This design comes from an exercise in tuning for small area on the open sky130 flow, not from production work.
Only simulation tests tie the RTL to the original design; equivalence was not proved.
Power and IR drop assume default switching activity.

==> 12-12 <==
==> flow/design.v (excerpt) <==
module sdrc_top 
           (
                   cfg_sdr_width       ,
                   cfg_colbits         ,
                    app_req        ,                   
                    app_req_addr   ,
                    app_req_len    ,
                    app_req_wr_n   ,
                    app_req_wrap   ,
                    app_req_ack    ,                  
                    app_wr_en_n    ,                   
                    app_wr_next_req,                   
                    app_rd_valid   ,                   
                    app_last_rd    ,                    
                    app_last_wr,
                    app_wr_data    ,
                    app_rd_data    ,
                    sdram_clk           ,
                    sdram_resetn        ,
                    sdr_cs_n            ,
                    sdr_cke             ,
                    sdr_ras_n           ,
                    sdr_cas_n           ,
                    sdr_we_n            ,
                    sdr_dqm             ,
                    sdr_ba              ,
                    sdr_addr            , 
                    pad_sdr_din         ,  
                    sdr_dout            ,  
                    sdr_den_n           ,  
                    sdr_init_done       ,
                    cfg_req_depth       ,	         
                    cfg_sdr_en          ,
                    cfg_sdr_mode_reg    ,
                    cfg_sdr_tras_d      ,
                    cfg_sdr_trp_d       ,
  ...
==> module sdrc_req_gen, before the edit <==
module sdrc_req_gen (
   input             clk,
   input             reset_n,
   input [1:0]       cfg_colbits,
   input [1:0]       sdr_width,
   input             req,
   input [25:0]      req_addr,
   input [8:0]       req_len,
   input             req_wr_n,
   input             req_wrap,
   output reg        req_ack,
   output reg        r2x_idle,
   output reg        r2b_req,
   output reg        r2b_start,
   output            r2b_last,
   output reg        r2b_write,
   output            r2b_wrap,
   output [1:0]      r2b_ba,
   output [12:0]     r2b_raddr,
   output [10:0]     r2b_caddr,
   output [8:0]      r2b_len,
   input             b2r_ack,
   input             b2r_arb_ok
);
   localparam REQ_IDLE      = 2'b00;
   localparam REQ_ACTIVE    = 2'b01;
   localparam REQ_PAGE_WRAP = 2'b10;
   reg  [1:0]  req_st, next_req_st;
   reg         req_ld, lcl_wrap, page_ovflw_r;
   reg  [8:0]  lcl_req_len;
   reg  [10:0] curr_col;     
   reg  [14:0] curr_rb;      
   wire [10:0] col_mask = {cfg_colbits == 2'b11, cfg_colbits[1], |cfg_colbits, 8'hff};
   reg  [10:0] col_sh;
   reg  [8:0]  req_len_int;
   always @(*) begin
      case (sdr_width)
         2'b00:   begin col_sh = req_addr[10:0];         req_len_int = req_len;               end
         2'b01:   begin col_sh = {req_addr[9:0], 1'b0};  req_len_int = {req_len[7:0], 1'b0};  end
         default: begin col_sh = {req_addr[8:0], 2'b0};  req_len_int = {req_len[6:0], 2'b0};  end
      endcase
   end
   wire [10:0] col_in = col_sh & col_mask;
   wire [1:0] w = (sdr_width == 2'b00) ? 2'd0 : (sdr_width == 2'b01) ? 2'd1 : 2'd2;
   wire [3:0] s = 4'd8 + {2'b0, cfg_colbits} - {2'b0, w};
   reg  [14:0] rb_in;
   always @(*) begin
      case (s)
         4'd6:    rb_in = req_addr[20:6];
         4'd7:    rb_in = req_addr[21:7];
         4'd8:    rb_in = req_addr[22:8];
         4'd9:    rb_in = req_addr[23:9];
         4'd10:   rb_in = req_addr[24:10];
         default: rb_in = req_addr[25:11];
      endcase
   end
   wire [11:0] page   = 12'h100 << cfg_colbits;
   wire [11:0] end_in = {1'b0, col_in} + {3'b0, req_len_int};
   wire page_ovflw = (end_in > page) & ~req_wrap;
   wire [11:0] room = page - {1'b0, curr_col};
   assign r2b_len  = (r2b_start & page_ovflw_r) ? room[8:0] : lcl_req_len;
   wire [8:0]  next_req_len = lcl_req_len - r2b_len;
   wire [11:0] next_sum = {1'b0, curr_col} + {3'b0, r2b_len};
   wire [10:0] next_col = next_sum[10:0] & col_mask;
   wire [1:0]  next_cy  = (cfg_colbits == 2'b00) ? next_sum[9:8] :
                          (cfg_colbits == 2'b01) ? {1'b0, next_sum[9]} :
                          (cfg_colbits == 2'b10) ? {1'b0, next_sum[10]} : {1'b0, next_sum[11]};
   wire [14:0] next_rb  = curr_rb + {13'b0, next_cy};
   assign r2b_wrap  = lcl_wrap;
   assign r2b_last  = (r2b_start & ~page_ovflw_r) | (req_st == REQ_PAGE_WRAP);
   assign r2b_ba    = curr_rb[1:0];
   assign r2b_raddr = curr_rb[14:2];
   assign r2b_caddr = curr_col;
   always @ (posedge clk) begin
      page_ovflw_r  <= req_ack & page_ovflw;
      if (req_ack) begin
         r2b_write     <= ~req_wr_n;
         lcl_wrap      <= req_wrap;
      end
      r2b_start   <= (req_ack) ? 1'b1 : (b2r_ack) ? 1'b0 : r2b_start;
      lcl_req_len <= (req_ack) ? req_len_int :
                     (req_ld) ? next_req_len : lcl_req_len;
      curr_col    <= (req_ack) ? col_in : (req_ld) ? next_col : curr_col;
      curr_rb     <= (req_ack) ? rb_in  : (req_ld) ? next_rb  : curr_rb;
   end
   always @ (*) begin
      r2x_idle    = 1'b0;
      req_ack     = 1'b0;
      req_ld      = 1'b0;
      r2b_req     = 1'b0;
      next_req_st = REQ_IDLE;
      case (req_st)
         REQ_IDLE : begin
            r2x_idle = ~req;
            req_ack = req & b2r_arb_ok;
            next_req_st = (req & b2r_arb_ok) ? REQ_ACTIVE : REQ_IDLE;
         end
         REQ_ACTIVE : begin
            req_ld = b2r_ack;
            r2b_req = 1'b1;
            next_req_st = (b2r_ack) ? ((page_ovflw_r) ? REQ_PAGE_WRAP : REQ_IDLE) : REQ_ACTIVE;
         end
         REQ_PAGE_WRAP : begin
            req_ld = b2r_ack;
            r2b_req = 1'b1;
            next_req_st = (b2r_ack) ? REQ_IDLE : REQ_PAGE_WRAP;
         end
         default : ;
      endcase
   end
   always @ (posedge clk)
      if (~reset_n) req_st <= REQ_IDLE;
      else          req_st <= next_req_st;
endmodule
Settings: LEC_CHECK=0, ABC_AREA=1, CAP_MARGIN=20, CORE_MARGIN=2, CORE_UTILIZATION=60, SLEW_MARGIN=20; clock period 12.0 ns.
standard.sh (not shown) runs the stock make flow with config.mk's settings and CLKGATE_MAP_FILE= SYNTH_SCRIPT=/design/flow/synth_recipe.tcl, a recipe that flattens the netlist after the stock synthesis.
==> flow/flow/run.sh <==
#!/bin/bash
# Own layout flow: the standard ORFS layout (standard.sh), with
#  - synthesis by flow/synth.tcl: the standard synthesis script, except that
#    ABC maps the combinational logic with flow/abc_area.script;
#  - every input and output port buffered with sky130_fd_sc_hd__buf_1;
#  - the clock tree built from sky130_fd_sc_hd__clkbuf_4, without dummy loads.
# make's full output goes to flow_make.log; ORFS keeps each step's own log
# under orfs/logs/.
set -euo pipefail
W=$(pwd)
export OWN_ABC_SCRIPT=$W/flow/abc_area.script
bash standard.sh \
  SYNTH_SCRIPT=$W/flow/synth.tcl \
  "BUFFER_PORTS_ARGS=-buffer_cell sky130_fd_sc_hd__buf_1" \
  "CTS_ARGS=-sink_clustering_enable -repair_clock_nets -dont_use_dummy_load -buf_list sky130_fd_sc_hd__clkbuf_4" \
  finish > $W/flow_make.log 2>&1
grep -q "own flow abc" $W/orfs/logs/*/sdrc_top/base/1_2_yosys.log
test -s $W/out/final.def
==> flow/flow/abc_area.script <==
strash
&get -n
&fraig -x
&put
scorr
dc2
strash
dch -f
dc2
strash
&get -n
&dch -f
&nf -R 1000
&put
strash
&get -n
&dch -f
&nf -R 1000
&put
strash
&get -n
&dch -f
&nf -R 1000
&put
==> flow/flow/synth.tcl <==
# The standard synthesis (synth_recipe.tcl), except that ABC maps the
# combinational logic with flow/abc_area.script (an area-oriented &nf
# mapping) instead of ORFS's abc script. Registers are mapped before ABC
# runs, so they keep the standard synthesis's cells and names.
proc synth {args} { yosys synth -nofsm -noshare {*}$args }
proc abc {args} {
  set newargs {}
  set skip 0
  foreach a $args {
    if {$skip} { set skip 0; lappend newargs $::env(OWN_ABC_SCRIPT); continue }
    if {$a eq "-script"} { set skip 1 }
    lappend newargs $a
  }
  puts "own flow abc: $newargs"
  yosys abc {*}$newargs
}
source $::env(SCRIPTS_DIR)/synth.tcl
# left out here: clear keep_hierarchy, flatten, clean up, hide names made inside functions, write 1_2_yosys.v
==> inputs of 06-09, as changes to 12-12 <==
--- a/flow/design.v
+++ b/flow/design.v
@@ -61,9 +61,12 @@
    wire [11:0] room = page - {1'b0, curr_col};
-   assign r2b_len  = (r2b_start & page_ovflw_r) ? room[8:0] : lcl_req_len;
-   wire [8:0]  next_req_len = lcl_req_len - r2b_len;
-   wire [11:0] next_sum = {1'b0, curr_col} + {3'b0, r2b_len};
-   wire [10:0] next_col = next_sum[10:0] & col_mask;
-   wire [1:0]  next_cy  = (cfg_colbits == 2'b00) ? next_sum[9:8] :
-                          (cfg_colbits == 2'b01) ? {1'b0, next_sum[9]} :
-                          (cfg_colbits == 2'b10) ? {1'b0, next_sum[10]} : {1'b0, next_sum[11]};
+   wire split = r2b_start & page_ovflw_r;
+   assign r2b_len  = split ? room[8:0] : lcl_req_len;
+   wire [11:0] end_sum = {1'b0, curr_col} + {3'b0, lcl_req_len};
+   wire [11:0] rest    = end_sum - page;
+   wire [8:0]  next_req_len = split ? rest[8:0] : 9'd0;
+   wire [10:0] next_col = split ? 11'd0 : (end_sum[10:0] & col_mask);
+   wire [1:0]  end_cy   = (cfg_colbits == 2'b00) ? end_sum[9:8] :
+                          (cfg_colbits == 2'b01) ? {1'b0, end_sum[9]} :
+                          (cfg_colbits == 2'b10) ? {1'b0, end_sum[10]} : {1'b0, end_sum[11]};
+   wire [1:0]  next_cy  = split ? 2'd1 : end_cy;
    wire [14:0] next_rb  = curr_rb + {13'b0, next_cy};
==> flow/flow/run.sh (replaced) <==
#!/bin/bash
# Own layout flow: the standard ORFS layout (standard.sh), with
#  - synthesis by flow/synth.tcl: the standard synthesis script, except that
#    ABC maps the combinational logic with flow/abc_area.script, and adders
#    are left to ABC too (ADDER_MAP_FILE empty: no half/full-adder cells);
#  - every input and output port buffered with sky130_fd_sc_hd__buf_1;
#  - the clock tree built from sky130_fd_sc_hd__clkbuf_4 in sink clusters of
#    up to 10 flip-flops within 40 um, without dummy loads;
#  - power recovery (RECOVER_POWER 100) after global routing, which sizes
#    down gates that have slack to spare.
# make's full output goes to flow_make.log; ORFS keeps each step's own log
# under orfs/logs/.
set -euo pipefail
W=$(pwd)
export OWN_ABC_SCRIPT=$W/flow/abc_area.script
bash standard.sh \
  SYNTH_SCRIPT=$W/flow/synth.tcl \
  ADDER_MAP_FILE= \
  "BUFFER_PORTS_ARGS=-buffer_cell sky130_fd_sc_hd__buf_1" \
  "CTS_ARGS=-sink_clustering_enable -repair_clock_nets -dont_use_dummy_load -buf_list sky130_fd_sc_hd__clkbuf_4 -sink_clustering_size 10 -sink_clustering_max_diameter 40" \
  RECOVER_POWER=100 \
  finish > $W/flow_make.log 2>&1
grep -q "own flow abc" $W/orfs/logs/*/sdrc_top/base/1_2_yosys.log
test -s $W/out/final.def
CORE_UTILIZATION = 66   (was 60)
==> key figures <==
Timing
  • Final min period: roughly 11000 ps
  • Fmax: 87.0 MHz

Global route
  • Number of global-route vias before repair: 21200

Route
  • Via density: around 6.1

Place
  • Cell Area, Placed: approximately 27000 sq um
  • GPL Wtd Cong: roughly 0.97

Finish
  • # nets final: 3409
  • Area of the multi-input gates: roughly 11000 sq um
  • Fraction of area in registers: 0.467
  • Fill cells: roughly 3300

Outcome
  • Run status: finished clean

Synth
  • Register area share after synthesis: 0.533

Worst setup path
  • Max stage delay on crit path: 630 ps

Power and ir drop
  • Sw frac: 0.397

Flow run
  • Max-cap viol count: 0
the above is filed under 12-12

==> key figures <==
Timing
  • Final min period: approximately 11000 ps
  • Slew Viols, Final: ~470
  • Fmax: 89.0 MHz

Outcome
  • Run status: finished with violations
  • Layout check faults: max-capacitance violations, max-slew violations

Power and ir drop
  • Sw frac: 0.392

Worst setup path
  • Max stage delay on crit path: roughly 460 ps

Flow run
  • Max-cap viol count: 10

Global route
  • Number of global-route vias before repair: between 20000 and 25000
the above is filed under 06-09

==> port drivers added, routing unchanged <==
In the flow no input, the clock included, has a driving cell. The finished layouts below were timed again as built, in two steps. Step 1 (the two cells are an assumption about what drives the block):
set clk [get_ports {sdram_clk}]
set_driving_cell -lib_cell sky130_fd_sc_hd__clkbuf_16 $clk
set_driving_cell -lib_cell sky130_fd_sc_hd__buf_2 [delete_from_list [all_inputs] $clk]
Step 2 adds t to the input delays and takes it off the output delays; t is the mean of the earliest and latest rising clock arrival at the registers after step 1. Input paths then give back, and output paths get back, about the clock's delay inside the block. a / b / c = ideal / step 1 / step 2; a / b = the first two.
run	shift t [ns]	slack for setup (ns)	worst setup path after step 2	latest minus earliest clock arrival (ns)	worst data-port slew with drivers (ns)
12-12	1.017	0.511 / 0.453 / 1.470	register to output	0.090 / 0.090	0.09
06-09	0.805	0.764 / 0.721 / 1.526	register to output	0.131 / 0.131	0.11
